Source: an optimization exercise on an open RTL-to-GDS flow (aim: small area, a short achievable clock period and few clock cycles). Production flows keep margins and buffers that such runs may drop.
RTL that was checked went through simulation tests only; none was proved equivalent to the original.
The RTL of run 1 was laid out without a check of its function.
Power and IR drop assume default switching activity.

--- design/flow/design.v ---
module ALU_AddSub(
	output [31:0] sum,
	input  [31:0] na,
	input  [31:0] nb,
	input         sub
);
	wire [31:0] nbx, p, g;
	genvar i, l;
	generate
		for (i = 0; i < 32; i = i + 1) begin : pg
			g_xor2 gx(.a(nb[i]), .b(sub), .y(nbx[i]));	 
			g_xor2 gpp(.a(na[i]), .b(nbx[i]), .y(p[i]));	 
			g_nor2 ggg(.a(na[i]), .b(nbx[i]), .y(g[i]));	 
		end
	endgenerate
	wire [31:0] G [0:5];
	wire [31:0] P [0:5];
	wire g0c;
	g_aoi21 gc0(.a(p[0]), .b(sub), .c(g[0]), .y(g0c));	 
	g_inv   gc1(.a(g0c), .y(G[0][0]));
	assign G[0][31:1] = g[31:1];
	assign P[0] = p;
	generate
		for (l = 1; l <= 5; l = l + 1) begin : lv
			for (i = 0; i < 32; i = i + 1) begin : nd
				if (i < (1 << (l - 1))) begin : done
					g_inv gi(.a(G[l-1][i]), .y(G[l][i]));
					assign P[l][i] = 1'b0;
				end
				else if (l % 2 == 1) begin : inv
					g_aoi21 gg(.a(P[l-1][i]), .b(G[l-1][i-(1<<(l-1))]), .c(G[l-1][i]), .y(G[l][i]));
					if (i >= (1 << l)) begin : pp
						g_nand2 gp(.a(P[l-1][i]), .b(P[l-1][i-(1<<(l-1))]), .y(P[l][i]));
					end
					else begin : np
						assign P[l][i] = 1'b0;
					end
				end
				else begin : pos
					g_oai21 gg(.a(P[l-1][i]), .b(G[l-1][i-(1<<(l-1))]), .c(G[l-1][i]), .y(G[l][i]));
					if (i >= (1 << l)) begin : pp
						g_nor2 gp(.a(P[l-1][i]), .b(P[l-1][i-(1<<(l-1))]), .y(P[l][i]));
					end
					else begin : np
						assign P[l][i] = 1'b0;
					end
				end
			end
		end
	endgenerate
	g_xor2 gs0(.a(p[0]), .b(sub), .y(sum[0]));
	generate
		for (i = 1; i < 32; i = i + 1) begin : s
			g_xnor2 gs(.a(p[i]), .b(G[5][i-1]), .y(sum[i]));
		end
	endgenerate
endmodule
module ALU_Shr(
	output [31:0] y,
	input  [31:0] na,
	input  [4:0]  sh
);
	wire [31:0] x [0:5];
	assign x[0] = na;
	wire [4:0] nsh = ~sh;
	genvar i, l;
	generate
		for (l = 0; l < 5; l = l + 1) begin : lv
			for (i = 0; i < 32; i = i + 1) begin : b
				if (i + (1 << l) < 32) begin : m
					g_mux2i gm(.a0(x[l][i]), .a1(x[l][i + (1 << l)]), .s(sh[l]), .y(x[l+1][i]));
				end
				else if (l % 2 == 0) begin : f1
					g_nor2 gf(.a(x[l][i]), .b(sh[l]), .y(x[l+1][i]));
				end
				else begin : f0
					g_nand2 gf(.a(x[l][i]), .b(nsh[l]), .y(x[l+1][i]));
				end
			end
		end
	endgenerate
	assign y = x[5];
endmodule
module ALU_ResBit(
	output y,
	input  as, input sum,
	input  orr, input orv,
	input  srl, input shf,
	input  l0, input q0,
	input  l1, input q1,
	input  l2, input q2,
	input  l3, input q3
);
	wire n0, n1, n2, n3;
	g_aoi22 g0(.a(as), .b(sum), .c(orr), .d(orv), .y(n0));
	g_aoi22 g1(.a(srl), .b(shf), .c(l0), .d(q0), .y(n1));
	g_aoi22 g2(.a(l1), .b(q1), .c(l2), .d(q2), .y(n2));
	g_nand2 g3(.a(l3), .b(q3), .y(n3));
	g_nand4 g4(.a(n0), .b(n1), .c(n2), .d(n3), .y(y));
endmodule
module DM(
	output [7:0]  q0,
	output [7:0]  q1,
	output [7:0]  q2,
	output [7:0]  q3,
	output [3:0]  oh,
	input  [31:0] nwrite_data,	 
	input  [6:0]  nbase,
	input  [6:0]  off0,
	input  [6:0]  off1,
	input  [6:0]  off2,
	input  [6:0]  off3,
	input         mem_write,
	input         clk
);
	wire [1:0] o = ~nbase[1:0] + off3[1:0];
	assign oh = 4'b0001 << o;
	wire [31:0] wd = ~nwrite_data;
	reg [7:0] d0, d1, d2, d3;
	always @(*) begin
		case (o)
			2'd0: {d0, d1, d2, d3} = wd;
			2'd1: {d1, d2, d3, d0} = wd;
			2'd2: {d2, d3, d0, d1} = wd;
			default: {d3, d0, d1, d2} = wd;
		endcase
	end
	DM_Bank b0(.q(q0), .nbase(nbase), .off(off0), .d(d0), .we(mem_write), .clk(clk));
	DM_Bank b1(.q(q1), .nbase(nbase), .off(off1), .d(d1), .we(mem_write), .clk(clk));
	DM_Bank b2(.q(q2), .nbase(nbase), .off(off2), .d(d2), .we(mem_write), .clk(clk));
	DM_Bank b3(.q(q3), .nbase(nbase), .off(off3), .d(d3), .we(mem_write), .clk(clk));
endmodule
module DM_Bank(
	output [7:0] q,
	input  [6:0] nbase,	 
	input  [6:0] off,	 
	input  [7:0] d,
	input        we,
	input        clk
);
	wire [31:0] sel;
	DM_RowSel rowsel(.sel(sel), .nbase(nbase), .off(off));
	reg [7:0] M [0:31];
	integer i;
	always @(posedge clk) begin
		for (i = 0; i < 32; i = i + 1)
			if (we && sel[i]) M[i] <= d;
	end
	genvar j, k;
	generate
		for (j = 0; j < 8; j = j + 1) begin : bits
			wire [31:0] col;
			for (k = 0; k < 32; k = k + 1) begin : rows
				assign col[k] = M[k][j];
			end
			g_ao32 rd(.sel(sel), .d(col), .y(q[j]));
		end
	endgenerate
endmodule
module DM_RowSel(
	output [31:0] sel,
	input  [6:0]  nbase,
	input  [6:0]  off
);
	wire [4:0] nu = nbase[6:2];
	wire [4:0] v  = off[6:2];
	wire [4:0] nv = ~off[6:2];
	wire c = (~nbase[1] & off[1]) | ((~nbase[1] | off[1]) & ~nbase[0] & off[0]);
	wire [4:0] p, t0a, t1a, t0b, t1b;
	genvar j, k;
	generate
		for (j = 0; j < 5; j = j + 1) begin : bits
			g_xnor2 gp(.a(nu[j]), .b(v[j]), .y(p[j]));
			if (j == 0) begin : b0
				g_xor2  g1(.a(p[0]), .b(c), .y(t1a[0]));
				g_xnor2 g0(.a(p[0]), .b(c), .y(t0a[0]));
				assign t1b[0] = t1a[0];
				assign t0b[0] = t0a[0];
			end
			else begin : bn
				wire ca, cb;
				g_nand2 gca(.a(nu[j-1]), .b(nv[j-1]), .y(ca));
				g_nor2  gcb(.a(nu[j-1]), .b(nv[j-1]), .y(cb));
				g_xor2  g1a(.a(p[j]), .b(ca), .y(t1a[j]));
				g_xnor2 g0a(.a(p[j]), .b(ca), .y(t0a[j]));
				g_xor2  g1b(.a(p[j]), .b(cb), .y(t1b[j]));
				g_xnor2 g0b(.a(p[j]), .b(cb), .y(t0b[j]));
			end
		end
		for (k = 0; k < 32; k = k + 1) begin : rows
			wire [4:0] t;
			for (j = 0; j < 5; j = j + 1) begin : tb
				if (j == 0 || ((k >> (j - 1)) & 1) == 0)
					assign t[j] = ((k >> j) & 1) ? t1a[j] : t0a[j];
				else
					assign t[j] = ((k >> j) & 1) ? t1b[j] : t0b[j];
			end
			wire n012, n34;
			g_nand3 ga(.a(t[0]), .b(t[1]), .c(t[2]), .y(n012));
			g_nand2 gb(.a(t[3]), .b(t[4]), .y(n34));
			g_nor2  gc(.a(n012), .b(n34), .y(sel[k]));
		end
	endgenerate
endmodule
module g_aoi22(input a, input b, input c, input d, output y);
	assign y = ~((a & b) | (c & d));
endmodule
module g_aoi21(input a, input b, input c, output y);
	assign y = ~((a & b) | c);
endmodule
module g_oai21(input a, input b, input c, output y);
	assign y = ~((a | b) & c);
endmodule
module g_nand2(input a, input b, output y);
	assign y = ~(a & b);
endmodule
module g_nand3(input a, input b, input c, output y);
	assign y = ~(a & b & c);
endmodule
module g_nand4(input a, input b, input c, input d, output y);
	assign y = ~(a & b & c & d);
endmodule
module g_nor2(input a, input b, output y);
	assign y = ~(a | b);
endmodule
module g_xor2(input a, input b, output y);
	assign y = a ^ b;
endmodule
module g_xnor2(input a, input b, output y);
	assign y = ~(a ^ b);
endmodule
module g_inv(input a, output y);
	assign y = ~a;
endmodule
module g_mux2i(input a0, input a1, input s, output y);
	assign y = ~(s ? a1 : a0);
endmodule
module g_ao32(input [31:0] sel, input [31:0] d, output y);
	wire [15:0] n1;
	wire [3:0]  n2;
	wire [1:0]  n3;
	genvar i;
	generate
		for (i = 0; i < 16; i = i + 1) begin : l1
			g_aoi22 g(.a(sel[2*i]), .b(d[2*i]), .c(sel[2*i+1]), .d(d[2*i+1]), .y(n1[i]));
		end
		for (i = 0; i < 4; i = i + 1) begin : l2
			g_nand4 g(.a(n1[4*i]), .b(n1[4*i+1]), .c(n1[4*i+2]), .d(n1[4*i+3]), .y(n2[i]));
		end
		for (i = 0; i < 2; i = i + 1) begin : l3
			g_nor2 g(.a(n2[2*i]), .b(n2[2*i+1]), .y(n3[i]));
		end
	endgenerate
	g_nand2 l4(.a(n3[0]), .b(n3[1]), .y(y));
endmodule
module g_ao31(input [31:1] sel, input [31:1] d, output y);
	wire [15:0] n1;
	wire [3:0]  n2;
	wire [1:0]  n3;
	genvar i;
	generate
		for (i = 0; i < 15; i = i + 1) begin : l1
			g_aoi22 g(.a(sel[2*i+1]), .b(d[2*i+1]), .c(sel[2*i+2]), .d(d[2*i+2]), .y(n1[i]));
		end
		for (i = 0; i < 4; i = i + 1) begin : l2
			g_nand4 g(.a(n1[4*i]), .b(n1[4*i+1]), .c(n1[4*i+2]), .d(n1[4*i+3]), .y(n2[i]));
		end
		for (i = 0; i < 2; i = i + 1) begin : l3
			g_nor2 g(.a(n2[2*i]), .b(n2[2*i+1]), .y(n3[i]));
		end
	endgenerate
	g_nand2 l1x(.a(sel[31]), .b(d[31]), .y(n1[15]));
	g_nand2 l4(.a(n3[0]), .b(n3[1]), .y(y));
endmodule
module RF(
	output [31:0] src_data,
	output [31:0] tar_data,
	input  [4:0]  src_addr,
	input  [4:0]  tar_addr,
	input  [4:0]  dst_addr,
	input  [31:0] dst_data,
	input         reg_write,	 
	input         clk
);
	reg [31:0] R [1:31];
	integer i;
	always @(posedge clk) begin
		for (i = 1; i < 32; i = i + 1)
			if (reg_write && dst_addr == i) R[i] <= dst_data;
	end
	wire [31:1] ssel, tsel;
	RF_Dec dec_s(.a(src_addr), .sel(ssel));
	RF_Dec dec_t(.a(tar_addr), .sel(tsel));
	wire [31:0] s, t;
	genvar j, k;
	generate
		for (j = 0; j < 32; j = j + 1) begin : bits
			wire [31:1] col;
			for (k = 1; k < 32; k = k + 1) begin : regs
				assign col[k] = R[k][j];
			end
			g_ao31 rs(.sel(ssel), .d(col), .y(s[j]));
			g_ao31 rt(.sel(tsel), .d(col), .y(t[j]));
		end
	endgenerate
	wire byp_s = reg_write && (dst_addr == src_addr);
	wire byp_t = reg_write && (dst_addr == tar_addr);
	assign src_data = byp_s ? dst_data : s;
	assign tar_data = byp_t ? dst_data : t;
endmodule
module RF_Dec(input [4:0] a, output [31:1] sel);
	genvar k;
	generate
		for (k = 1; k < 32; k = k + 1) begin : d
			assign sel[k] = (a == k);
		end
	endgenerate
endmodule
module FinalCPU(
	output	wire	[31:0]	imem_addr,
	output	wire			wb_valid,
	output	wire	[4:0]	wb_addr,
	output	wire	[31:0]	wb_data,
	input	wire	[31:0]	imem_data,
	input	wire			rst,
	input	wire			clk
);
	reg [29:0] pc;
	always @(posedge clk) begin
		if (rst) pc <= 30'd0;
		else     pc <= pc + 30'd1;
	end
	assign imem_addr = {pc, 2'b00};
	wire [31:0] ir = imem_data;
	wire        d_valid = !rst;
	wire [5:0] op    = ir[31:26];
	wire [4:0] rs    = ir[25:21];
	wire [4:0] rt    = ir[20:16];
	wire [4:0] rd    = ir[15:11];
	wire [4:0] shamt = ir[10:6];
	wire [5:0] fn    = ir[5:0];
	wire [15:0] imm  = ir[15:0];
	wire is_r    = (op == 6'h00);
	wire is_addi = (op == 6'h0C);
	wire is_subi = (op == 6'h0D);
	wire is_sw   = (op == 6'h10);
	wire is_lw   = (op == 6'h11);
	wire f_add = is_r && (fn == 6'h0B);
	wire f_sub = is_r && (fn == 6'h0D);
	wire f_or  = is_r && (fn == 6'h25);
	wire f_srl = is_r && (fn == 6'h02);
	wire [4:0] d_dst = is_r ? rd : rt;
	wire d_wen = d_valid && (is_r || is_addi || is_subi || is_lw) && (d_dst != 5'd0);
	wire d_use_rt = is_r || is_sw;
	reg [31:0] e_a, e_b;
	reg        e_fa, e_fb;
	reg [4:0]  e_shamt;
	reg [6:0]  e_off0, e_off1, e_off2, e_off3;
	reg        e_addsub, e_sub, e_or, e_srl, e_ld;
	reg        e_wen, e_sw;
	reg [4:0]  e_dst;
	reg        w_wen;
	reg [4:0]  w_dst;
	reg [31:0] w_data;
	wire [31:0] rs_val, rt_val;
	RF Register_File(
		.src_data(rs_val),
		.tar_data(rt_val),
		.src_addr(rs),
		.tar_addr(rt),
		.dst_addr(w_dst),
		.dst_data(w_data),
		.reg_write(w_wen),
		.clk(clk)
	);
	always @(posedge clk) begin
		e_a     <= rs_val;
		e_b     <= d_use_rt ? rt_val : {{16{imm[15]}}, imm};
		e_fa    <= e_wen && (e_dst == rs);
		e_fb    <= d_use_rt && e_wen && (e_dst == rt);
		e_shamt <= shamt;
		e_off0  <= imm[6:0] + 7'd3;
		e_off1  <= imm[6:0] + 7'd2;
		e_off2  <= imm[6:0] + 7'd1;
		e_off3  <= imm[6:0];
		e_addsub <= f_add || f_sub || is_addi || is_subi;
		e_sub   <= f_sub || is_subi;
		e_or    <= f_or;
		e_srl   <= f_srl;
		e_ld    <= is_lw;
		e_dst   <= d_dst;
		if (rst) begin
			e_wen <= 1'b0;
			e_sw  <= 1'b0;
		end
		else begin
			e_wen <= d_wen;
			e_sw  <= d_valid && is_sw;
		end
	end
	wire [31:0] na, nb;
	genvar i;
	generate
		for (i = 0; i < 32; i = i + 1) begin : fwd
			g_mux2i ma(.a0(e_a[i]), .a1(w_data[i]), .s(e_fa), .y(na[i]));
			g_mux2i mb(.a0(e_b[i]), .a1(w_data[i]), .s(e_fb), .y(nb[i]));
		end
	endgenerate
	wire [31:0] sum, srl, orv;
	ALU_AddSub adder(.sum(sum), .na(na), .nb(nb), .sub(e_sub));
	ALU_Shr shifter(.y(srl), .na(na), .sh(e_shamt));
	generate
		for (i = 0; i < 32; i = i + 1) begin : orb
			g_nand2 go(.a(na[i]), .b(nb[i]), .y(orv[i]));	 
		end
	endgenerate
	wire [7:0] q [0:3];
	wire [3:0] oh;
	DM Data_Memory(
		.q0(q[0]),
		.q1(q[1]),
		.q2(q[2]),
		.q3(q[3]),
		.oh(oh),
		.nwrite_data(nb),
		.nbase(na[6:0]),
		.off0(e_off0),
		.off1(e_off1),
		.off2(e_off2),
		.off3(e_off3),
		.mem_write(e_sw),
		.clk(clk)
	);
	wire [3:0] l = {4{e_ld}} & oh;
	wire [31:0] result;
	generate
		for (i = 0; i < 32; i = i + 1) begin : res
			localparam integer K = 3 - i / 8;
			ALU_ResBit rb(
				.y(result[i]),
				.as(e_addsub), .sum(sum[i]),
				.orr(e_or), .orv(orv[i]),
				.srl(e_srl), .shf(srl[i]),
				.l0(l[0]), .q0(q[(0 + K) % 4][i % 8]),
				.l1(l[1]), .q1(q[(1 + K) % 4][i % 8]),
				.l2(l[2]), .q2(q[(2 + K) % 4][i % 8]),
				.l3(l[3]), .q3(q[(3 + K) % 4][i % 8])
			);
		end
	endgenerate
	always @(posedge clk) begin
		w_data <= result;
		w_dst  <= e_dst;
		if (rst) w_wen <= 1'b0;
		else     w_wen <= e_wen;
	end
	assign wb_valid = w_wen;
	assign wb_addr  = w_dst;
	assign wb_data  = w_data;
endmodule
--- design/flow/run.sh ---
#!/bin/bash
# synth_recipe.tcl (not shown) runs the flow's synth.tcl, then flattens the netlist and writes it again
# the make line also repeats each setting of config.mk as NAME=value (left out here)
make -C /OpenROAD-flow-scripts/flow DESIGN_CONFIG=/design/flow/config.mk WORK_HOME=/design/flow/orfs CLKGATE_MAP_FILE= SYNTH_SCRIPT=/design/flow/synth_recipe.tcl finish
--- design/flow/config.mk ---
export PLATFORM = sky130hd
export DESIGN_NAME = FinalCPU
export DESIGN_NICKNAME = FinalCPU
export VERILOG_FILES = /design/flow/design.v
export SDC_FILE = /design/flow/constraint.sdc
export NUM_CORES = 8
export LEC_CHECK = 0
export CAP_MARGIN = 20
export CORE_MARGIN = 2
export CORE_UTILIZATION = 45
export SETUP_SLACK_MARGIN = 5
export SLEW_MARGIN = 20
export SYNTH_HIERARCHICAL = 1
export SYNTH_MINIMUM_KEEP_SIZE = 0
export TNS_END_PERCENT = 0
--- design/flow/constraint.sdc ---
create_clock -name core_clock -period 8.0 [get_ports {clk}]
set_input_delay 1.6000 -clock core_clock [delete_from_list [all_inputs] [get_ports {clk}]]
set_output_delay 1.6000 -clock core_clock [all_outputs]
set_load 0.01 [all_outputs]
==> impl_summary.log, run 1 <==
[metrics] path type of the worst setup path: in2reg
[metrics] most instantiated flip-flop cell in the synthesis netlist: sky130_fd_sc_hd__edfxtp_1
[metrics] iteration count of the initial detailed-routing pass: 5
[metrics] worst endpoint required time: 8760 ps
[metrics] first-pass GRT wire length: 489000 um
[metrics] Synth warnings: 14
[metrics] floorplan core area: 0.222 sq mm
[metrics] remaining max-slew budget at the tightest pin: between 30% and 40%
[metrics] number of nets at the end of the flow: between 7000 and 8000
[metrics] average cell area after synthesis: 15.6 sq um
[metrics] final setup slack of the worst path: 4340 ps
[metrics] unrepaired setup endpoints after global routing: true
[metrics] pin count of the biggest net entering global routing: 80
[metrics] register clock-pin slew on the reported worst setup and hold paths: 60 ps
[metrics] Setup TNS: 0 ps
[metrics] Syn Std Cell Area: roughly 0.1 sq mm
[metrics] average vias per placed instance: 6.39
[metrics] maximum buffer depth of the clock tree: 3
[metrics] xor/xnor cell area share of the yosys netlist: 2.08%
[metrics] largest fanout on the critical path: 15
[metrics] die outline area: 0.227 sq mm
[metrics] run status: no timing/DRC/antenna violations
[metrics] insertion delay to the later sink of the worst-skew pair: 910 ps
[metrics] Antenna Violating Nets Remaining: 0
[metrics] max-capacitance violation count: 0
[metrics] Seq. cell area: 0.0642 sq mm
[metrics] portion of the clock cycle consumed by the worst path in the final layout: 45.8%
[metrics] I/O pin count: 104
[metrics] Post-Layout Inst Area: 0.121 sq mm
[metrics] final setup vio count: 0
[metrics] clock tree from TritonCTS: yes
[metrics] Hold Vio Cnt, Final: 0
[metrics] post-route non-filler standard cell count: 10300
[metrics] post-placement cell count: between 9000 and 10000
[metrics] number of global-route vias before repair: 63600
[metrics] sinks on the clock net: 2192
[metrics] placement row count: about 170
[metrics] CP endpoint kind: flip-flop
[metrics] final routed wirelength across all metal layers: approximately 360000 um
[metrics] worst hold path class: reg2reg
[metrics] clock root cell: sky130_fd_sc_hd__clkbuf_16
[metrics] number of buffers inserted by port buffering: 101
[metrics] fill cell instance count of the final layout: 17700
[metrics] Distinct cells, synth: 50
[metrics] DRC violation count after routing: 0
[metrics] total power of the final layout: 30.2 mW
[metrics] fmax: approximately 270 MHz
[metrics] overall track demand over capacity in global routing: 30.6%
[metrics] clk_skew: 74.9 ps
[metrics] adder-cell area share of the yosys netlist: less than 1%
[metrics] height of the die: 476 um
[metrics] Post-CTS Hold Buffers: 0
[metrics] #FFs+latches synth: 2192
[metrics] standard cell area after detailed placement: between 0.1 and 0.15 sq mm
[metrics] Final min period: 3660 ps
[metrics] Clock H-tree levels: 4
[metrics] Wirelength per Cell: about 35 um
[metrics] vias post-DR: about 66000
[metrics] share of cell area taken by muxes after synthesis: 3.65%
[metrics] transition time at the pin with the least slew margin: approximately 1000 ps
[metrics] cell count after synthesis: approximately 6400
[metrics] worst slack, placed: 2440 ps
[metrics] initial antenna violation count: 30
[metrics] Simple-Gate Fraction of Synth Area: 8.77%
[metrics] startpoint types: input port
[metrics] total gr overflow: 0
[metrics] global placer's final weighted congestion: 0.985
[metrics] relative area change from synthesis to final layout: 20.8%
[metrics] number of clock buffers inserted by TritonCTS: 224
[metrics] half-perimeter wire length after placement: 208000 um
[metrics] combinational family with the most area after synthesis: compound AO/OA/AOI/OAI gates
[metrics] slowest stage cell on the critical path: sky130_fd_sc_hd__nand4_1
[metrics] number of DRC violations after detailed-routing iteration 0: 8415
[metrics] delay of the slowest cell on the worst path: between 500 and 600 ps
[metrics] initial cell density of the core: 45.2%
[metrics] share of flip-flops with an asynchronous set or reset after synthesis: 0%
[metrics] post-synthesis compound-gate area fraction: 20.8%
[metrics] critical path, cell by cell: clkdlybuf4s15_2 -> or2_4 -> buf_4 -> nor2_4 -> buf_4 -> a22oi_2 -> nand4_1 -> nor2_4 -> nand2_1 -> mux2_4
[metrics] count of flip-flops with a built-in enable after synthesis: 2016
[metrics] static leakage: 36.9 nW
[metrics] fraction of final layout cells with drive strength greater than 1: approximately 44%
[metrics] power per unit of standard cell area: 249 mW/mm^2
[metrics] part of the Yosys area used for sequential elements: 63.9%
[metrics] final-report max-slew violation count: 0
[metrics] peak supply drop: ~0.26 mV
[metrics] die boundary width: 476 um
[metrics] multi-input combinational cell area: approximately 0.04 sq mm
[metrics] arrival time worst endpoint: 4420 ps
==> cell type report <==
cell class              count  area share [%]
repair buffers            466            4.27
clock inverters           137            1.35
flip-flops and latches   2192            53.0
clock buffers             287            4.94
multi-input cells        4144            33.1
inverters                  62           0.192
well taps                2975            3.07
diodes                     17          0.0351
==> stage by stage <==
step,hold WS (ps),util (%)
2_1_floorplan,373,-
3_3_place_gp,381,48.2
3_5_place_dp,386,48.2
4_1_cts,383,53.8
5_1_grt,397,54.6
6_report,381,54.6
==> cells in the final DEF (no fill, tap or decap), types with 36 or more instances in the layout <==
cell type / synthesis / routed
sky130_fd_sc_hd__buf_12: 6 / 61
sky130_fd_sc_hd__clkbuf_1: 26 / 52
sky130_fd_sc_hd__a21oi_2: 73 / 73
sky130_fd_sc_hd__xnor2_1: 106 / 50
sky130_fd_sc_hd__inv_1: 62 / 62
sky130_fd_sc_hd__xnor2_4: 0 / 36
sky130_fd_sc_hd__mux2i_4: 0 / 36
sky130_fd_sc_hd__buf_4: 3 / 250
sky130_fd_sc_hd__mux2_2: 77 / 45
sky130_fd_sc_hd__nand2_1: 458 / 417
sky130_fd_sc_hd__xor2_1: 129 / 74
sky130_fd_sc_hd__edfxtp_1: 2016 / 2016
sky130_fd_sc_hd__o21ai_1: 52 / 48
sky130_fd_sc_hd__and2_2: 128 / 129
sky130_fd_sc_hd__mux2_4: 31 / 63
sky130_fd_sc_hd__clkinv_1: 0 / 50
sky130_fd_sc_hd__nor2_1: 545 / 233
sky130_fd_sc_hd__dlygate4sd2_1: 0 / 51
sky130_fd_sc_hd__xor2_2: 0 / 37
sky130_fd_sc_hd__nand3_1: 147 / 129
sky130_fd_sc_hd__dfxtp_1: 176 / 117
sky130_fd_sc_hd__nand4_1: 427 / 427
sky130_fd_sc_hd__nor2_2: 1 / 69
sky130_fd_sc_hd__nor2_4: 0 / 251
sky130_fd_sc_hd__clkbuf_16: 0 / 230
sky130_fd_sc_hd__mux2i_1: 226 / 182
sky130_fd_sc_hd__a22oi_2: 1568 / 1568
==> registers in the layout (all words and copies together) (netlist names), 6 cells and up <==
signal / flops
e_b: 32
w_data: 32
e_off3: 6
Data_Memory.b3.M: 256
Register_File.R: 992
Data_Memory.b2.M: 256
pc: 30
Data_Memory.b0.M: 256
e_off1: 6
e_off2: 7
Data_Memory.b1.M: 256
e_off0: 6
e_a: 32
==> cell usage after synthesis, types with 13 or more instances <==
cell / instances / share of area [%]
sky130_fd_sc_hd__a21oi_2: 73 / 0.64
sky130_fd_sc_hd__or3_1: 13 / 0.081
sky130_fd_sc_hd__xnor2_1: 106 / 0.93
sky130_fd_sc_hd__xor2_1: 129 / 1.1
sky130_fd_sc_hd__and2_2: 128 / 0.96
sky130_fd_sc_hd__clkbuf_1: 26 / 0.097
sky130_fd_sc_hd__nand3_1: 147 / 0.73
sky130_fd_sc_hd__mux2i_1: 226 / 2.3
sky130_fd_sc_hd__dfxtp_1: 176 / 3.5
sky130_fd_sc_hd__mux2_4: 31 / 0.46
sky130_fd_sc_hd__a22oi_2: 1568 / 20
sky130_fd_sc_hd__nor2_1: 545 / 2.0
sky130_fd_sc_hd__mux2_2: 77 / 0.87
sky130_fd_sc_hd__a21oi_1: 17 / 0.085
sky130_fd_sc_hd__o21ai_1: 52 / 0.26
sky130_fd_sc_hd__nand4_1: 427 / 2.7
sky130_fd_sc_hd__edfxtp_1: 2016 / 60
sky130_fd_sc_hd__a21o_1: 18 / 0.13
sky130_fd_sc_hd__inv_1: 62 / 0.23
sky130_fd_sc_hd__nand2_1: 458 / 1.7
==> modules after synthesis, one instance, submodules excluded, a selection <==
| module | flip-flops and latches | times used | cells | cell area, sq um |
|---|---|---|---|---|
| RF | 992 | 1 | 1131 | 31100 |
| g_xor2 | 0 | 101 | 1 | 8.76 |
| g_oai21 | 0 | 52 | 1 | 5.00 |
| g_mux2i | 0 | 193 | 1 | 10.0 |
| DM_RowSel | 0 | 4 | 7 | 43.8 |
| g_nand2 | 0 | 430 | 1 | 3.75 |
| g_nand3 | 0 | 128 | 1 | 5.00 |
| g_inv | 0 | 32 | 1 | 3.75 |
| g_xnor2 | 0 | 87 | 1 | 8.76 |
| DM_Bank | 256 | 4 | 291 | 7940 |
| RF_Dec | 0 | 2 | 46 | 218 |
| g_aoi21 | 0 | 73 | 1 | 8.76 |
==> metal layers <==
layer	track usage (%)	vias to the layer above	share of wire, %
li1	-	27700	-
met1	40.8	33900	39
met2	46.8	3273	45
met3	6.99	816	9.3
met4	16.1	20	6.5
met5	0	-	0.035
==> repair_timing <==
| action | CTS | global route |
|---|---|---|
| resized for setup | 687 | 242 |
| pin swaps | 30 | 65 |
| setup endpoints to repair | 2221 | 2223 |
| cloned | 27 | 8 |
| buffers inserted | 115 | 57 |
==> cells by family (layout without fill, tap and decap cells) <==
kind of cell / after synthesis / after routing
flip-flops: 2192 / 2192
XOR/XNOR: 236 / 240
multiplexers: 340 / 340
AND/OR/NAND/NOR: 1796 / 1803
buffers and inverters: 121 / 952
AO/OA/AOI/OAI: 1747 / 1747
other: 1 / 19
adder cells (fa/ha/maj): 12 / 12
==> where the power goes <==
part	internal (mW)	total, mW	switching [mW]
Clock	6.24	10.9	4.63
Combinational	1.82	6.21	4.39
Sequential	13.0	13.1	0.0915
==> worst max-delay path: cells and delay by family <==
| family | cells | cell delay, ps |
|---|---|---|
| and+or+nand+nor | 5 | 1460 |
| buffers and inverters | 3 | 760 |
| muxes | 1 | 300 |
| AOI/OAI and AO/OA | 1 | 250 |
==> worst paths after layout <==
check	from	slack [ps]	depth (start not counted)	endpoint
worst max-delay path	imem_data[24]	4340	10	e_a[20]$_DFF_P_
worst min-delay path	e_dst[4]$_DFF_P_	380	0	w_dst[4]$_DFF_P_
worst max register to register	e_fa$_DFF_P_	4470	13	w_data[23]$_DFF_P_
worst min register to register	e_dst[4]$_DFF_P_	380	0	w_dst[4]$_DFF_P_
==> run 2, diff against run 1 <==
--- a/design/flow/design.v
+++ b/design/flow/design.v
@@ -105,7 +105,10 @@
 	output [7:0]  q3,
 	output [3:0]  oh,
 	input  [31:0] nwrite_data,	 
-	input  [6:0]  nbase,
+	input         base_fwd_next,	 
+	input  [6:0]  base_reg,	 
+	input  [6:0]  base_wb,	 
+	input  [1:0]  nbase_lo,	 
 	input  [6:0]  off0,
 	input  [6:0]  off1,
 	input  [6:0]  off2,
@@ -113,7 +116,7 @@
 	input         mem_write,
 	input         clk
 );
-	wire [1:0] o = ~nbase[1:0] + off3[1:0];
+	wire [1:0] o = ~nbase_lo + off3[1:0];
 	assign oh = 4'b0001 << o;
 	wire [31:0] wd = ~nwrite_data;
 	reg [7:0] d0, d1, d2, d3;
@@ -125,19 +128,30 @@
 			default: {d3, d0, d1, d2} = wd;
 		endcase
 	end
-	DM_Bank b0(.q(q0), .nbase(nbase), .off(off0), .d(d0), .we(mem_write), .clk(clk));
-	DM_Bank b1(.q(q1), .nbase(nbase), .off(off1), .d(d1), .we(mem_write), .clk(clk));
-	DM_Bank b2(.q(q2), .nbase(nbase), .off(off2), .d(d2), .we(mem_write), .clk(clk));
-	DM_Bank b3(.q(q3), .nbase(nbase), .off(off3), .d(d3), .we(mem_write), .clk(clk));
+	DM_Bank b0(.q(q0), .fwd_next(base_fwd_next), .base_reg(base_reg), .base_wb(base_wb), .off(off0), .d(d0), .we(mem_write), .clk(clk));
+	DM_Bank b1(.q(q1), .fwd_next(base_fwd_next), .base_reg(base_reg), .base_wb(base_wb), .off(off1), .d(d1), .we(mem_write), .clk(clk));
+	DM_Bank b2(.q(q2), .fwd_next(base_fwd_next), .base_reg(base_reg), .base_wb(base_wb), .off(off2), .d(d2), .we(mem_write), .clk(clk));
+	DM_Bank b3(.q(q3), .fwd_next(base_fwd_next), .base_reg(base_reg), .base_wb(base_wb), .off(off3), .d(d3), .we(mem_write), .clk(clk));
 endmodule
 module DM_Bank(
 	output [7:0] q,
-	input  [6:0] nbase,	 
+	input        fwd_next,
+	input  [6:0] base_reg,
+	input  [6:0] base_wb,
 	input  [6:0] off,	 
 	input  [7:0] d,
 	input        we,
 	input        clk
 );
+	reg fwd;
+	always @(posedge clk) fwd <= fwd_next;
+	wire [6:0] nbase;
+	genvar m;
+	generate
+		for (m = 0; m < 7; m = m + 1) begin : bm
+			g_mux2i g(.a0(base_reg[m]), .a1(base_wb[m]), .s(fwd), .y(nbase[m]));
+		end
+	endgenerate
 	wire [31:0] sel;
 	DM_RowSel rowsel(.sel(sel), .nbase(nbase), .off(off));
 	reg [7:0] M [0:31];
@@ -417,13 +431,16 @@
 	wire [7:0] q [0:3];
 	wire [3:0] oh;
 	DM Data_Memory(
+		.base_fwd_next(e_wen && (e_dst == rs)),
+		.base_reg(e_a[6:0]),
+		.base_wb(w_data[6:0]),
+		.nbase_lo(na[1:0]),
 		.q0(q[0]),
 		.q1(q[1]),
 		.q2(q[2]),
 		.q3(q[3]),
 		.oh(oh),
 		.nwrite_data(nb),
-		.nbase(na[6:0]),
 		.off0(e_off0),
 		.off1(e_off1),
 		.off2(e_off2),
@@ -454,7 +471,28 @@
 		if (rst) w_wen <= 1'b0;
 		else     w_wen <= e_wen;
 	end
-	assign wb_valid = w_wen;
-	assign wb_addr  = w_dst;
-	assign wb_data  = w_data;
+	Out_Reg Output_Register(
+		.wb_valid(wb_valid),
+		.wb_addr(wb_addr),
+		.wb_data(wb_data),
+		.valid_in(!rst && e_wen),
+		.addr_in(e_dst),
+		.data_in(result),
+		.clk(clk)
+	);
+endmodule
+module Out_Reg(
+	output reg        wb_valid,
+	output reg [4:0]  wb_addr,
+	output reg [31:0] wb_data,
+	input             valid_in,
+	input      [4:0]  addr_in,
+	input      [31:0] data_in,
+	input             clk
+);
+	always @(posedge clk) begin
+		wb_valid <= valid_in;
+		wb_addr  <= addr_in;
+		wb_data  <= data_in;
+	end
 endmodule
==> impl_summary.log, run 2 <==
[metrics] count of flip-flops with a built-in enable after synthesis: 2016 (unchanged)
[metrics] Distinct cells, synth: 50 (unchanged)
[metrics] final-report max-slew violation count: 0 (unchanged)
[metrics] Commonest cells post-synth: sky130_fd_sc_hd__edfxtp_1, sky130_fd_sc_hd__a22oi_2, sky130_fd_sc_hd__nor2_1
[metrics] transition time at the pin with the least slew margin: 1070 ps (+24.2 ps)
[metrics] cell count after synthesis: 6515 (+1.1%)
[metrics] global placer's final weighted congestion: 0.954 (-3.1%)
[metrics] clock tree from TritonCTS: yes
[metrics] Syn Std Cell Area: 0.101 sq mm (+1.1%)
[metrics] fmax: 277 MHz (+1.6%)
[metrics] final routed wirelength across all metal layers: 341000 um (-4.2%)
[metrics] cell accounting for the most synthesized area: sky130_fd_sc_hd__edfxtp_1
[metrics] floorplan core area: 0.224 sq mm (+1.2%)
[metrics] initial antenna violation count: 18 (-40%)
[metrics] most instantiated library cell after synthesis: sky130_fd_sc_hd__edfxtp_1
[metrics] vias post-DR: 65400 (-0.47%)
[metrics] insertion delay to the later sink of the worst-skew pair: 890 ps (-20 ps)
[metrics] arrival time worst endpoint: 4350 ps (-70 ps)
[metrics] iteration count of the initial detailed-routing pass: 6 (+1)
[metrics] largest fanout on the critical path: 8 (-7)
[metrics] adder-cell area share of the yosys netlist: 0.143% (-0.0016 points)
[metrics] sinks on the clock net: 2234 (+1.9%)
[metrics] WP buf/inv: 4 (+1)
[metrics] worst endpoint required time: 8750 ps (about the same)
[metrics] utilization after layout: 53.9% (-0.72 points)
[metrics] share of flip-flops with an asynchronous set or reset after synthesis: 0% (unchanged)
[metrics] critical path, cell by cell: buf_8 -> buf_8 -> buf_12 -> mux2i_4 -> xor2_2 -> xor2_2 -> nand2_1 -> nor2_4 -> nand2_1 -> o21ai_1 -> a21oi_2 -> xnor2_1 -> a22oi_2 -> nand4_1 -> buf_4
[metrics] Seq. cell area: 0.0650 sq mm (+1.2%)
[metrics] number of global-route vias before repair: 64300 (+1.1%)
[metrics] height of the die: 479 um (+0.55%)
[metrics] average vias per placed instance: 6.32 (-1.1%)
[metrics] relative area change from synthesis to final layout: 19.3%
[metrics] #FFs+latches synth: 2234 (+1.9%)
[metrics] Wirelength per Cell: 32.9 um (-4.8%)
[metrics] ranking of synthesized cells by area: sky130_fd_sc_hd__edfxtp_1, sky130_fd_sc_hd__a22oi_2, sky130_fd_sc_hd__dfxtp_1
[metrics] clk_skew: 43.3 ps (-31.5 ps)
[metrics] placement row count: 174 (+0.58%)
[metrics] pin count of the biggest net entering global routing: 71 (-11%)
[metrics] I/O pin count: 104 (unchanged)
[metrics] initial cell density of the core: 45.2% (about the same)
[metrics] share of cell area taken by muxes after synthesis: 3.91% (+0.26 points)
[metrics] unrepaired setup endpoints after global routing: true
[metrics] clock root cell: sky130_fd_sc_hd__clkbuf_16
[metrics] first-pass GRT wire length: 480000 um (-2.0%)
[metrics] peak supply drop: 0.230 mV (-12%)
[metrics] most common cell after layout, fill and taps aside: sky130_fd_sc_hd__edfxtp_1
[metrics] post-synthesis compound-gate area fraction: 20.5% (-0.26 points)
[metrics] Synth warnings: 15 (+1)
[metrics] register clock-pin slew on the reported worst setup and hold paths: 60 ps (about the same)
[metrics] slowest stage cell on the critical path: sky130_fd_sc_hd__dfxtp_4
[metrics] average cell area after synthesis: 15.6 sq um (about the same)
[metrics] commonest cells after routing, fill and taps aside: sky130_fd_sc_hd__edfxtp_1, sky130_fd_sc_hd__a22oi_2, sky130_fd_sc_hd__nand4_1
[metrics] half-perimeter wire length after placement: 215000 um (+3.2%)
[metrics] overall track demand over capacity in global routing: 29.2% (-1.5 points)
[metrics] kind of cell with the highest combined delay on the critical path: compound AO/OA/AOI/OAI gates
[metrics] number of DRC violations after detailed-routing iteration 0: 7526 (-11%)
[metrics] final setup vio count: 0 (unchanged)
[metrics] Post-CTS Hold Buffers: 0 (unchanged)
[metrics] Top reg by flops: Register_File.R
[metrics] path type of the worst setup path: reg2reg
[metrics] max-capacitance violation count: 0 (unchanged)
[metrics] portion of the clock cycle consumed by the worst path in the final layout: 45.1% (-0.71 points)
[metrics] part of the Yosys area used for sequential elements: 64.0% (+0.12 points)
[metrics] remaining max-slew budget at the tightest pin: 28.4% (-1.6 points)
[metrics] share of the synthesized area in the top cell type: 59.7% (-0.67 points)
[metrics] number of buffers inserted by port buffering: 101 (unchanged)
[metrics] Setup TNS: 0 ps (unchanged)
[metrics] run status: no timing/DRC/antenna violations
[metrics] power per unit of standard cell area: 248 mW/mm^2 (-0.50%)
[metrics] maximum buffer depth of the clock tree: 3 (unchanged)
[metrics] CP endpoint kind: flip-flop
[metrics] DRC violation count after routing: 0 (unchanged)
[metrics] Simple-Gate Fraction of Synth Area: 8.67% (-0.10 points)
[metrics] max reg flops: 992 (unchanged)
[metrics] fraction of final layout cells with drive strength greater than 1: 43.9% (-0.22 points)
[metrics] combinational family with the most area after synthesis: compound AO/OA/AOI/OAI gates
[metrics] worst hold path class: reg2reg
[metrics] number of clock buffers inserted by TritonCTS: 229 (+2.2%)
[metrics] Clock H-tree levels: 4 (unchanged)
[metrics] die outline area: 0.229 sq mm (+1.1%)
[metrics] multi-input combinational cell area: 0.0403 sq mm (+0.39%)
[metrics] xor/xnor cell area share of the yosys netlist: 2.05% (-0.023 points)
[metrics] Final min period: 3600 ps (-56.9 ps)
[metrics] number of nets at the end of the flow: 7186 (+0.76%)
[metrics] Hold Vio Cnt, Final: 0 (unchanged)
[metrics] total gr overflow: 0 (unchanged)
[metrics] startpoint types: flip-flop
[metrics] worst hold slack after final layout: 408 ps (+27.0 ps)
[metrics] die boundary width: 479 um (+0.55%)
[metrics] static leakage: 36.8 nW (-0.20%)
[metrics] fill cell instance count of the final layout: 17900 (+1.1%)
[metrics] delay of the slowest cell on the worst path: 520 ps (-20 ps)
[metrics] most instantiated flip-flop cell in the synthesis netlist: sky130_fd_sc_hd__edfxtp_1
[metrics] Antenna Violating Nets Remaining: 0 (unchanged)
-- run 2: changes by cell type in the layout (fill, tap and decap cells not counted), sizes merged, moves of 11 or more --
cell / before / now
mux2i: 226 / 254
dfxtp: 176 / 218
bufinv: 29 / 15
clkbuf: 292 / 309
bufbuf: 21 / 1
dlygate4sd2: 51 / 62
-- run 2: per-layer routing --
layer	part of all wire [%]	global-route usage (%)	routed length (um)	up-vias
met5	0.075	0.456	257	-
met4	4.2	11.6	14300	18
met3	8.9	6.35	30300	617
met2	45	44.9	155000	3009
met1	41	40.3	141000	33900
li1	-	-	-	27800
-- run 2: final cells by class --
cell class	instances	share of cell area, %
Inverter	62	0.192
Clock inverter	122	0.905
Sequential cell	2234	53.7
Antenna cell	10	0.0207
Tap cell	2992	3.10
Multi-Input combinational cell	4165	33.3
Timing Repair Buffer	452	3.44
Clock buffer	308	5.30
-- run 2: path summary, 6_finish.rpt --
kind / slack [ps] / start / to / cells after the start
max: 4400 / e_fb$_DFF_P_ / Output_Register.wb_data[27]$_DFF_P_ / 15
min: 410 / e_dst[0]$_DFF_P_ / w_dst[0]$_DFF_P_ / 0
max reg2reg: 4400 / e_fb$_DFF_P_ / Output_Register.wb_data[27]$_DFF_P_ / 15
min reg2reg: 410 / e_dst[0]$_DFF_P_ / w_dst[0]$_DFF_P_ / 0
-- run 2: logic make-up after synthesis --
| logic type | after synthesis |
|---|---|
| compound gates | 1742 |
| xor+xnor | 236 |
| fa+ha+maj | 12 |
| buf+inv | 124 |
| flops | 2234 |
| mux | 370 |
| other cells | 1 |
| simple gates | 1796 |
-- run 2: through the flow --
step	total power [mW]	setup WS [ps]	cells	area, sq um
2_1_floorplan	16.4	4600	6516	102000
3_3_place_gp	18.4	2830	9733	108000
3_5_place_dp	18.5	2810	9733	108000
4_1_cts	29.9	4580	10300	120000
5_1_grt	30.8	4400	10300	121000
6_report	30.0	4400	10300	121000
-- run 2: modules after synthesis, one instance, submodules excluded, excerpt --
module,flip-flops and latches,cells,times used,area (sq um)
FinalCPU,176,439,1,5260
DM,0,79,1,828
Out_Reg,38,38,1,761
RF_Dec,0,46,2,218
DM_RowSel,0,7,4,43.8
g_aoi21,0,1,73,8.76
g_xor2,0,1,101,8.76
ALU_Shr,0,2,1,7.51
g_nand2,0,1,430,3.75
-- run 2: repair_timing --
item	4_1_cts	5_1_grt
cloned	9	0
endpoints found under the hold margin	0	0
setup buffers	137	26
endpoints found under the setup margin	2248	2113
pin swaps	78	29
gates resized for setup	821	83
-- run 2: where the power goes --
part           leakage, nW  internal [mW]  total, mW  switching (mW)
registers             19.9           13.2       13.4           0.129
logic                 13.2           1.69       5.93            4.23
clock network         3.67           6.09       10.7            4.61
Testbench counts of run 2, summed over its fixed seeds: cycles 4,608.
==> run 3, diff against run 2 <==
--- a/design/flow/config.mk
+++ b/design/flow/config.mk
@@ -7,7 +7,9 @@
 export LEC_CHECK = 0
 export CAP_MARGIN = 20
 export CORE_MARGIN = 2
-export CORE_UTILIZATION = 45
+export CORE_UTILIZATION = 55
+export CTS_CLUSTER_DIAMETER = 100
+export CTS_CLUSTER_SIZE = 30
 export SETUP_SLACK_MARGIN = 5
 export SLEW_MARGIN = 20
 export SYNTH_HIERARCHICAL = 1
==> impl_summary.log, run 3 <==
[metrics] total power of the final layout: 25.7 mW (-14%)
[metrics] relative area change from synthesis to final layout: 15.1%
[metrics] Clock H-tree levels: 3 (-1)
[metrics] final setup slack of the worst path: 4530 ps (+136 ps)
[metrics] slowest stage cell on the critical path: sky130_fd_sc_hd__mux2i_1
[metrics] max-capacitance violation count: 0 (unchanged)
[metrics] peak supply drop: 0.216 mV (-6.0%)
[metrics] largest fanout on the critical path: 35 (+27)
[metrics] Post-Layout Inst Area: 0.117 sq mm (-3.5%)
[metrics] global placer's final weighted congestion: 0.993 (+4.1%)
[metrics] fmax: 288 MHz (+3.9%)
[metrics] height of the die: 433 um (-9.5%)
[metrics] average vias per placed instance: 6.86 (+8.4%)
[metrics] fill cell instance count of the final layout: 13300 (-26%)
[metrics] crit path launch: w_data[8]$_DFF_P_
[metrics] register-to-register setup slack: 4530 ps (+140 ps)
[metrics] share of the synthesized area in the top cell type: 59.7% (unchanged)
[metrics] worst slack, placed: 2660 ps (-151 ps)
[metrics] Hold Vio Cnt, Final: 0 (unchanged)
[metrics] Final min period: 3470 ps (-136 ps)
[metrics] delay of the slowest cell on the worst path: 780 ps (+260 ps)
[metrics] total gr overflow: 0 (unchanged)
[metrics] floorplan core area: 0.183 sq mm (-18%)
[metrics] Sequential Power Share: 52.2% (+7.6 points)
[metrics] switching portion of total power: 32.3% (+2.4 points)
[metrics] arrival time worst endpoint: 4160 ps (-190 ps)
[metrics] Synth warnings: 15 (unchanged)
[metrics] CP endpoint kind: flip-flop
[metrics] utilization after layout: 63.7% (+9.9 points)
[metrics] fraction of final layout cells with drive strength greater than 1: 43.6% (-0.23 points)
[metrics] iteration count of the initial detailed-routing pass: 7 (+1)
[metrics] number of global-route vias before repair: 63400 (-1.5%)
[metrics] critical path endpoint: Output_Register.wb_data[29]$_DFF_P_
[metrics] most common cell after layout, fill and taps aside: sky130_fd_sc_hd__edfxtp_1
[metrics] Gate power share: 24.5% (+4.7 points)
[metrics] number of buffers inserted by port buffering: 101 (unchanged)
[metrics] average cell area after synthesis: 15.6 sq um (unchanged)
[metrics] register clock-pin slew on the reported worst setup and hold paths: 110 ps (+50 ps)
[metrics] remaining max-slew budget at the tightest pin: 29.2% (+0.77 points)
[metrics] number of clock buffers inserted by TritonCTS: 89 (-61%)
[metrics] Setup TNS: 0 ps (unchanged)
[metrics] FF-to-FF Start: w_data[8]$_DFF_P_
[metrics] beginning of the worst hold path: e_dst[3]$_DFF_P_
[metrics] commonest cells after routing, fill and taps aside: sky130_fd_sc_hd__edfxtp_1, sky130_fd_sc_hd__a22oi_2, sky130_fd_sc_hd__nand4_1
[metrics] die outline area: 0.188 sq mm (-18%)
[metrics] portion of the clock cycle consumed by the worst path in the final layout: 43.4% (-1.7 points)
[metrics] cell accounting for the most synthesized area: sky130_fd_sc_hd__edfxtp_1
[metrics] sinks on the clock net: 2234 (unchanged)
[metrics] clk_skew: 35.0 ps (-8.31 ps)
[metrics] share of flip-flops with an asynchronous set or reset after synthesis: 0% (unchanged)
[metrics] half-perimeter wire length after placement: 217000 um (+0.93%)
[metrics] power per unit of standard cell area: 220 mW/mm^2 (-11%)
[metrics] I/O pin count: 104 (unchanged)
[metrics] overall track demand over capacity in global routing: 36.5% (+7.3 points)
[metrics] count of flip-flops with a built-in enable after synthesis: 2016 (unchanged)
[metrics] switching power: 8.29 mW (-7.6%)
[metrics] initial cell density of the core: 55.4% (+10 points)
[metrics] Post-CTS Hold Buffers: 0 (unchanged)
[metrics] most instantiated library cell after synthesis: sky130_fd_sc_hd__edfxtp_1
[metrics] Syn Std Cell Area: 0.101 sq mm (unchanged)
[metrics] final routed wirelength across all metal layers: 348000 um (+2.0%)
[metrics] portion of total power attributed to the clock network: 23.3% (-12 points)
[metrics] part of the Yosys area used for sequential elements: 64.0% (unchanged)
[metrics] clock root cell: sky130_fd_sc_hd__clkbuf_16
[metrics] final setup vio count: 0 (unchanged)
[metrics] clock tree from TritonCTS: yes
[metrics] path type of the worst setup path: reg2reg
[metrics] pin count of the biggest net entering global routing: 66 (-7.0%)
[metrics] Wirelength per Cell: 36.2 um (+9.9%)
[metrics] Commonest cells post-synth: sky130_fd_sc_hd__edfxtp_1, sky130_fd_sc_hd__a22oi_2, sky130_fd_sc_hd__nor2_1
[metrics] standard cell area after detailed placement: 0.107 sq mm (-0.70%)
[metrics] ranking of synthesized cells by area: sky130_fd_sc_hd__edfxtp_1, sky130_fd_sc_hd__a22oi_2, sky130_fd_sc_hd__dfxtp_1
[metrics] static leakage: 34.8 nW (-5.3%)
[metrics] critical path, cell by cell: buf_12 -> mux2i_1 -> xor2_2 -> a21oi_2 -> o21ai_2 -> a21oi_2 -> o21ai_2 -> a21oi_4 -> xnor2_1 -> a22oi_2 -> nand4_1 -> buf_4
[metrics] FF-to-FF path depth: 12 (-3)
[metrics] max reg flops: 992 (unchanged)
[metrics] Distinct cells, synth: 50 (unchanged)
[metrics] most instantiated flip-flop cell in the synthesis netlist: sky130_fd_sc_hd__edfxtp_1
[metrics] cell count after synthesis: 6515 (unchanged)
[metrics] worst reg2reg path endpoint: Output_Register.wb_data[29]$_DFF_P_
[metrics] post-placement cell count: 9189 (-5.6%)
[metrics] first-pass GRT wire length: 481000 um (+0.35%)
[metrics] DRC violation count after routing: 0 (unchanged)
[metrics] Internal Power: 17.4 mW (-17%)
[metrics] worst hold path class: reg2reg
[metrics] die boundary width: 433 um (-9.5%)
[metrics] worst hold path stage count: 0 (unchanged)
[metrics] worst hold slack after final layout: 437 ps (+29.2 ps)
[metrics] #FFs+latches synth: 2234 (unchanged)
[metrics] unrepaired setup endpoints after global routing: true
[metrics] post-route non-filler standard cell count: 9599 (-7.2%)
[metrics] initial antenna violation count: 26 (+8)
[metrics] startpoint types: flip-flop
[metrics] transition time at the pin with the least slew margin: 1050 ps (-20.4 ps)
[metrics] insertion delay to the later sink of the worst-skew pair: 800 ps (-90 ps)
[metrics] worst endpoint required time: 8690 ps (-60 ps)
[metrics] number of nets at the end of the flow: 7088 (-1.4%)
[metrics] vias post-DR: 65800 (+0.62%)
[metrics] Top reg by flops: Register_File.R
[metrics] run status: no timing/DRC/antenna violations
[metrics] Antenna Violating Nets Remaining: 0 (unchanged)
[metrics] number of DRC violations after detailed-routing iteration 0: 8498 (+13%)
[metrics] placement row count: 157 (-9.8%)
[metrics] final-report max-slew violation count: 0 (unchanged)
[metrics] maximum buffer depth of the clock tree: 3 (unchanged)
-- run 3: cell types whose count changed in the layout (fill, tap and decap cells not counted), moves of 12 or more --
cell,delta
sky130_fd_sc_hd__buf_6,+25
sky130_fd_sc_hd__bufinv_16,-15
sky130_fd_sc_hd__clkbuf_16,-140
sky130_fd_sc_hd__clkbuf_8,-26
sky130_fd_sc_hd__clkinv_1,-36
sky130_fd_sc_hd__clkinv_2,-45
sky130_fd_sc_hd__dfxtp_1,-29
sky130_fd_sc_hd__dfxtp_2,+12
sky130_fd_sc_hd__dfxtp_4,+17
sky130_fd_sc_hd__nand3_1,-13
sky130_fd_sc_hd__nand3_2,+12
sky130_fd_sc_hd__nor2_1,-18
sky130_fd_sc_hd__nor2_4,+14
sky130_fd_sc_hd__xor2_2,-12
-- run 3: layout make-up --
type / count / area (sq um) / area share, %
diodes: 14 / 35.0 / 0.0300
clock buffers: 150 / 2580 / 2.21
clock inverters: 16 / 214 / 0.183
inverters: 62 / 233 / 0.199
multi-input cells: 4177 / 40900 / 35.0
flip-flops and latches: 2234 / 65100 / 55.8
well taps: 2464 / 3080 / 2.64
repair buffers: 482 / 4580 / 3.93
-- run 3: worst min-delay path by stage --
stage                                          to  slack, ps
6_report       Output_Register.wb_addr[3]$_DFF_P_        440
5_1_grt        Output_Register.wb_addr[2]$_DFF_P_        460
4_1_cts        Output_Register.wb_addr[3]$_DFF_P_        440
3_5_place_dp                     w_dst[3]$_DFF_P_        420
3_3_place_gp                     w_dst[4]$_DFF_P_        420
2_1_floorplan  Output_Register.wb_addr[1]$_DFF_P_        380
-- run 3: critical path: cells and delay by family (launching register included) --
| kind | cells | cell delay [ps] |
|---|---|---|
| xor+xnor | 2 | 420 |
| buf+inv | 2 | 370 |
| compound gates | 6 | 1290 |
| simple gates | 1 | 130 |
| flops | 1 | 370 |
| mux | 1 | 780 |
-- run 3: power groups by stage --
stage / clock, mW / sequential [mW] / combinational [mW]
floorplan: 0 / 13.6 / 2.79
global placement: 0 / 13.7 / 4.80
detailed placement: 0 / 13.7 / 4.85
CTS: 6.01 / 13.4 / 6.00
global route: 6.36 / 13.4 / 6.53
finish: 5.97 / 13.4 / 6.29
-- run 3: cells by family after synthesis --
| family | after synthesis | share of synthesized area (%) |
|---|---|---|
| compound gates | 1742 | 20.5 |
| xor+xnor | 236 | 2.05 |
| fa+ha+maj | 12 | 0.143 |
| buf+inv | 124 | 0.638 |
| flops | 2234 | 64.0 |
| mux | 370 | 3.91 |
| other cells | 1 | 0.00370 |
| simple gates | 1796 | 8.67 |
-- run 3: repair_timing --
action | in CTS | in global routing
buffers inserted | 183 | 23
pin swaps | 130 | 45
hold endpoints to repair | 0 | 0
cloned | 22 | 2
gates resized for setup | 985 | 102
setup endpoints to repair | 2255 | 1971
-- run 3: layer usage --
metal  vias up  routed length (um)  share of wire (%)  track usage [%]
met5         -                 123              0.035                0
met4        22               17000                4.9             15.3
met3       691               36200                 10             8.84
met2      3581              157000                 45             55.5
met1     34000              138000                 40             50.4
li1      27500                   -                  -                -
-- run 3: Yosys stat by module (local to each module, per instance), a selection --
| module | flops+latches | copies in the design | cell area [sq um] | cells |
|---|---|---|---|---|
| DM | 0 | 1 | 828 | 79 |
| Out_Reg | 38 | 1 | 761 | 38 |
| g_aoi21 | 0 | 73 | 8.76 | 1 |
| g_mux2i | 0 | 221 | 10.0 | 1 |
| g_nand2 | 0 | 430 | 3.75 | 1 |
| g_oai21 | 0 | 52 | 5.00 | 1 |
| g_xnor2 | 0 | 87 | 8.76 | 1 |
| g_xor2 | 0 | 101 | 8.76 | 1 |
==> run 4, diff against run 3 <==
==> design/flow/flow/run.sh (new file) <==
#!/bin/bash
# Layout flow: the standard flow, with one extra step before floorplanning
# (flow/downsize.tcl, run by ORFS's PRE_FLOORPLAN_TCL hook) that returns each
# combinational cell to its smallest size; timing repair then upsizes where
# needed. Each step's full output goes to a log file here.
set -euo pipefail
W=$(pwd)
bash standard.sh synth > synth.log 2>&1
bash standard.sh floorplan PRE_FLOORPLAN_TCL="$W/flow/downsize.tcl" > floorplan.log 2>&1
bash standard.sh finish > layout.log 2>&1
test -f out/final.def
==> design/flow/flow/downsize.tcl (new file) <==
# Swap each combinational cell (not buffers, inverters or flip-flops) for the
# smallest-area cell of the same function and footprint family. Synthesis maps
# the small gate modules of this design one at a time and sizes each for an
# assumed load; the timing repair that follows upsizes where timing needs it.
set swapped 0
set saved 0.0
foreach inst [get_cells *] {
  set lc [get_lib_cells -of_objects $inst]
  set name [get_name $lc]
  if {![regexp {^sky130_fd_sc_hd__([a-z0-9]+)_([0-9]+)$} $name -> base drive]} { continue }
  if {[regexp {^(df|edf|sdf|dl|sdl|buf|inv|clk|conb|tap|fill|decap|dly|probe|lpflow|ebuf|einv|bufinv|bufbuf|macro|diode)} $base]} { continue }
  set best $lc
  set best_area [get_property $lc area]
  foreach cand [get_lib_cells sky130_fd_sc_hd__${base}_*] {
    if {![regexp "^sky130_fd_sc_hd__${base}_\[0-9\]+\$" [get_name $cand]]} { continue }
    if {[get_property $cand dont_use]} { continue }
    set a [get_property $cand area]
    if {$a < $best_area} { set best $cand; set best_area $a }
  }
  if {$best ne $lc} {
    set saved [expr {$saved + [get_property $lc area] - $best_area}]
    replace_cell $inst $best
    incr swapped
  }
}
puts "downsize: swapped $swapped cells, saved [format %.1f $saved] um2"
==> design/flow/standard.sh (new file) <==
#!/bin/bash
# synth_recipe.tcl (not shown) runs the flow's synth.tcl, then flattens the netlist and writes it again
# the make line also repeats each setting of config.mk as NAME=value (left out here)
make -C /OpenROAD-flow-scripts/flow DESIGN_CONFIG=/design/flow/config.mk WORK_HOME=/design/flow/orfs CLKGATE_MAP_FILE= SYNTH_SCRIPT=/design/flow/synth_recipe.tcl "${@:-finish}"
--- a/design/flow/config.mk
+++ b/design/flow/config.mk
@@ -7,9 +7,7 @@
 export LEC_CHECK = 0
 export CAP_MARGIN = 20
 export CORE_MARGIN = 2
-export CORE_UTILIZATION = 55
-export CTS_CLUSTER_DIAMETER = 100
-export CTS_CLUSTER_SIZE = 30
+export CORE_UTILIZATION = 45
 export SETUP_SLACK_MARGIN = 5
 export SLEW_MARGIN = 20
 export SYNTH_HIERARCHICAL = 1
removed: design/flow/run.sh
==> impl_summary.log, run 4 <==
[metrics] slowest stage cell on the critical path: sky130_fd_sc_hd__nor2_2
[metrics] number of nets at the end of the flow: 7242 (+2.2%)
[metrics] Post-CTS Hold Buffers: 0 (unchanged)
[metrics] iteration count of the initial detailed-routing pass: 8 (+1)
[metrics] Clock H-tree levels: 4 (+1)
[metrics] beginning of the worst hold path: pc[0]$_SDFF_PP0_
[metrics] sinks on the clock net: 2234 (unchanged)
[metrics] Setup TNS: 0 ps (unchanged)
[metrics] Hold Vio Cnt, Final: 0 (unchanged)
[metrics] utilization after layout: 55.9% (-7.8 points)
[metrics] register clock-pin slew on the reported worst setup and hold paths: 60 ps (-50 ps)
[metrics] path length in cells of the critical path: 12 (unchanged)
[metrics] startpoint types: input port
[metrics] Antenna Violating Nets Remaining: 0 (unchanged)
[metrics] final setup vio count: 0 (unchanged)
[metrics] unrepaired setup endpoints after global routing: true
[metrics] final routed wirelength across all metal layers: 343000 um (-1.4%)
[metrics] Wirelength per Cell: 33.9 um (-6.3%)
[metrics] run status: no timing/DRC/antenna violations
[metrics] standard cell area after detailed placement: 0.0992 sq mm (-7.3%)
[metrics] number of global-route vias before repair: 65200 (+3.0%)
[metrics] initial cell density of the core: 45.3% (-10 points)
[metrics] number of buffers inserted by port buffering: 101 (unchanged)
[metrics] most common cell after layout, fill and taps aside: sky130_fd_sc_hd__edfxtp_1
[metrics] DRC violation count after routing: 0 (unchanged)
[metrics] Final min period: 3450 ps (-21.7 ps)
[metrics] Sequential Power Share: 43.9% (-8.3 points)
[metrics] path type of the worst setup path: in2reg
[metrics] total power of the final layout: 30.4 mW (+18%)
[metrics] insertion delay to the later sink of the worst-skew pair: 880 ps (+80 ps)
[metrics] clock root cell: sky130_fd_sc_hd__clkbuf_16
[metrics] switching power: 9.06 mW (+9.3%)
[metrics] register-to-register setup slack: 4560 ps (+30 ps)
[metrics] arrival time worst endpoint: 4160 ps (about the same)
[metrics] post-route non-filler standard cell count: 10100 (+5.2%)
[metrics] height of the die: 458 um (+5.8%)
[metrics] crit path launch: imem_data[16]
[metrics] average vias per placed instance: 6.70 (-2.3%)
[metrics] max reg flops: 992 (unchanged)
[metrics] static leakage: 36.5 nW (+4.6%)
[metrics] maximum buffer depth of the clock tree: 3 (unchanged)
[metrics] Internal Power: 21.3 mW (+23%)
[metrics] initial antenna violation count: 26 (unchanged)
[metrics] remaining max-slew budget at the tightest pin: 14.8% (-14 points)
[metrics] largest fanout on the critical path: 32 (-8.6%)
[metrics] worst hold path class: reg2reg
[metrics] clock tree from TritonCTS: yes
[metrics] clk_skew: 64.0 ps (+29.0 ps)
[metrics] FF-to-FF path depth: 14 (+2)
[metrics] I/O pin count: 104 (unchanged)
[metrics] total gr overflow: 0 (unchanged)
[metrics] portion of the clock cycle consumed by the worst path in the final layout: 43.1% (-0.27 points)
[metrics] half-perimeter wire length after placement: 205000 um (-5.4%)
[metrics] critical path endpoint: e_b[0]$_DFF_P_
[metrics] worst reg2reg path endpoint: w_data[30]$_DFF_P_
[metrics] Gate power share: 20.4% (-4.1 points)
[metrics] floorplan core area: 0.205 sq mm (+12%)
[metrics] die outline area: 0.210 sq mm (+12%)
[metrics] FF-to-FF Start: e_fb$_DFF_P_
[metrics] Post-Layout Inst Area: 0.115 sq mm (-1.7%)
[metrics] power per unit of standard cell area: 265 mW/mm^2 (+21%)
[metrics] switching portion of total power: 29.8% (-2.5 points)
[metrics] cell count after synthesis: 6515 (unchanged)
[metrics] placement row count: 166 (+5.7%)
[metrics] commonest cells after routing, fill and taps aside: sky130_fd_sc_hd__edfxtp_1, sky130_fd_sc_hd__a22oi_1, sky130_fd_sc_hd__nand4_1
[metrics] global placer's final weighted congestion: 1.05 (+5.3%)
[metrics] overall track demand over capacity in global routing: 31.8% (-4.7 points)
[metrics] kind of cell with the highest combined delay on the critical path: simple AND/OR/NAND/NOR gates
[metrics] transition time at the pin with the least slew margin: 1280 ps (+223 ps)
[metrics] delay of the slowest cell on the worst path: 380 ps (-400 ps)
[metrics] number of DRC violations after detailed-routing iteration 0: 9559 (+12%)
[metrics] fraction of final layout cells with drive strength greater than 1: 23.5% (-20 points)
[metrics] vias post-DR: 67700 (+2.8%)
[metrics] number of clock buffers inserted by TritonCTS: 223 (+150%)
[metrics] max-capacitance violation count: 0 (unchanged)
[metrics] peak supply drop: 0.236 mV (+9.3%)
[metrics] worst endpoint required time: 8720 ps (+30 ps)
[metrics] portion of total power attributed to the clock network: 35.7% (+12 points)
[metrics] CP endpoint kind: flip-flop
[metrics] fmax: 290 MHz (+0.63%)
[metrics] post-placement cell count: 9423 (+2.5%)
[metrics] critical path, cell by cell: buf_2 -> nand3b_1 -> buf_4 -> nor2_4 -> buf_4 -> a22oi_1 -> nand4_1 -> nor2_2 -> nand2_1 -> mux2_1 -> nand2_1 -> o21ai_0
[metrics] Top reg by flops: Register_File.R
[metrics] final-report max-slew violation count: 0 (unchanged)
[metrics] WP buf/inv: 3 (+1)
[metrics] die boundary width: 458 um (+5.8%)
[metrics] first-pass GRT wire length: 479000 um (-0.53%)
[metrics] pin count of the biggest net entering global routing: 71 (+7.6%)
[metrics] Synth warnings: 15 (unchanged)
run 4: worst min-delay path by stage:
stage	cells after the start	slack [ps]	to
final	1	460	pc[0]$_SDFF_PP0_
after global routing	1	490	pc[0]$_SDFF_PP0_
after CTS	1	460	pc[0]$_SDFF_PP0_
after detailed placement	1	450	pc[0]$_SDFF_PP0_
after global placement	1	440	pc[0]$_SDFF_PP0_
after floorplan	0	380	Output_Register.wb_addr[1]$_DFF_P_
run 4: per-stage QoR:
step                      hold slack, ps  setup WS, ps
after global placement               436          2890
after CTS                            463          4740
after floorplan                      382          4720
after detailed placement             452          2860
final                                459          4550
after global routing                 487          4560
run 4: final cells by class:
cell class / count / area, sq um
antenna: 19 / 47.5
clock buffer: 275 / 5970
clock inverter: 145 / 1620
fill: 16100 / 90300
inverter: 62 / 233
multi-input combinational: 4187 / 33500
sequential: 2234 / 65000
tap: 2688 / 3360
timing repair buffer: 492 / 4880
run 4: power by group through the flow:
stage | logic (mW) | clock network [mW] | registers (mW)
after floorplan | 2.33 | 0 | 13.6
after global placement | 4.38 | 0 | 13.6
after detailed placement | 4.43 | 0 | 13.6
after CTS | 5.67 | 10.9 | 13.3
after global routing | 6.40 | 11.4 | 13.3
final | 6.19 | 10.9 | 13.3
run 4: per-layer routing:
layer / track usage, % / part of all wire [%] / vias to the layer above
li1: - / - / 28000
met1: 41.8 / 37 / 34100
met2: 47.6 / 44 / 4528
met3: 8.91 / 12 / 978
met4: 17.6 / 6.5 / 20
met5: 0.138 / 0.093 / -
run 4: timing repair:
action,in CTS,in global routing
cloned,33,5
setup endpoints to repair,2256,1803
gates resized for setup,1066,231
pin swaps,159,101
buffers inserted,165,37

-- separate check: timing with driven ports --
Ports are ideal in the flow. The routed layouts listed here were re-timed in OpenROAD.
Step 1 sets driving cells, clkbuf_16 on the clock port and buf_2 on the other inputs (assumed; they add their load-dependent delay and slew).
Step 2 adds t to the input delays and takes it off the output delays; t is the mean of the earliest and latest rising clock arrival at the registers after step 1. Input paths then give back, and output paths get back, about the clock's delay inside the block.
Slacks: ideal / step 1 / step 2; pairs: ideal / step 1.
run	shift t [ns]	slack for setup (ns)	latest minus earliest clock arrival (ns)	worst register clock-pin slew, ns	worst data-port slew with drivers (ns)
run 1	0.972	4.338 / 4.409 / 3.437	0.078 / 0.079	0.08 / 0.08	0.12
run 2	0.960	4.395 / 4.395 / 3.555	0.046 / 0.047	0.07 / 0.07	0.08
run 3	0.875	4.531 / 4.531 / 3.731	0.039 / 0.038	0.12 / 0.12	0.19
run 4	0.949	4.553 / 4.503 / 3.555	0.064 / 0.065	0.07 / 0.07	0.21
After both steps every run listed still meets setup and hold. For run 4, which loses most, drivers alone change the setup slack by -0.050 ns; drivers and shift together by -0.998 ns.
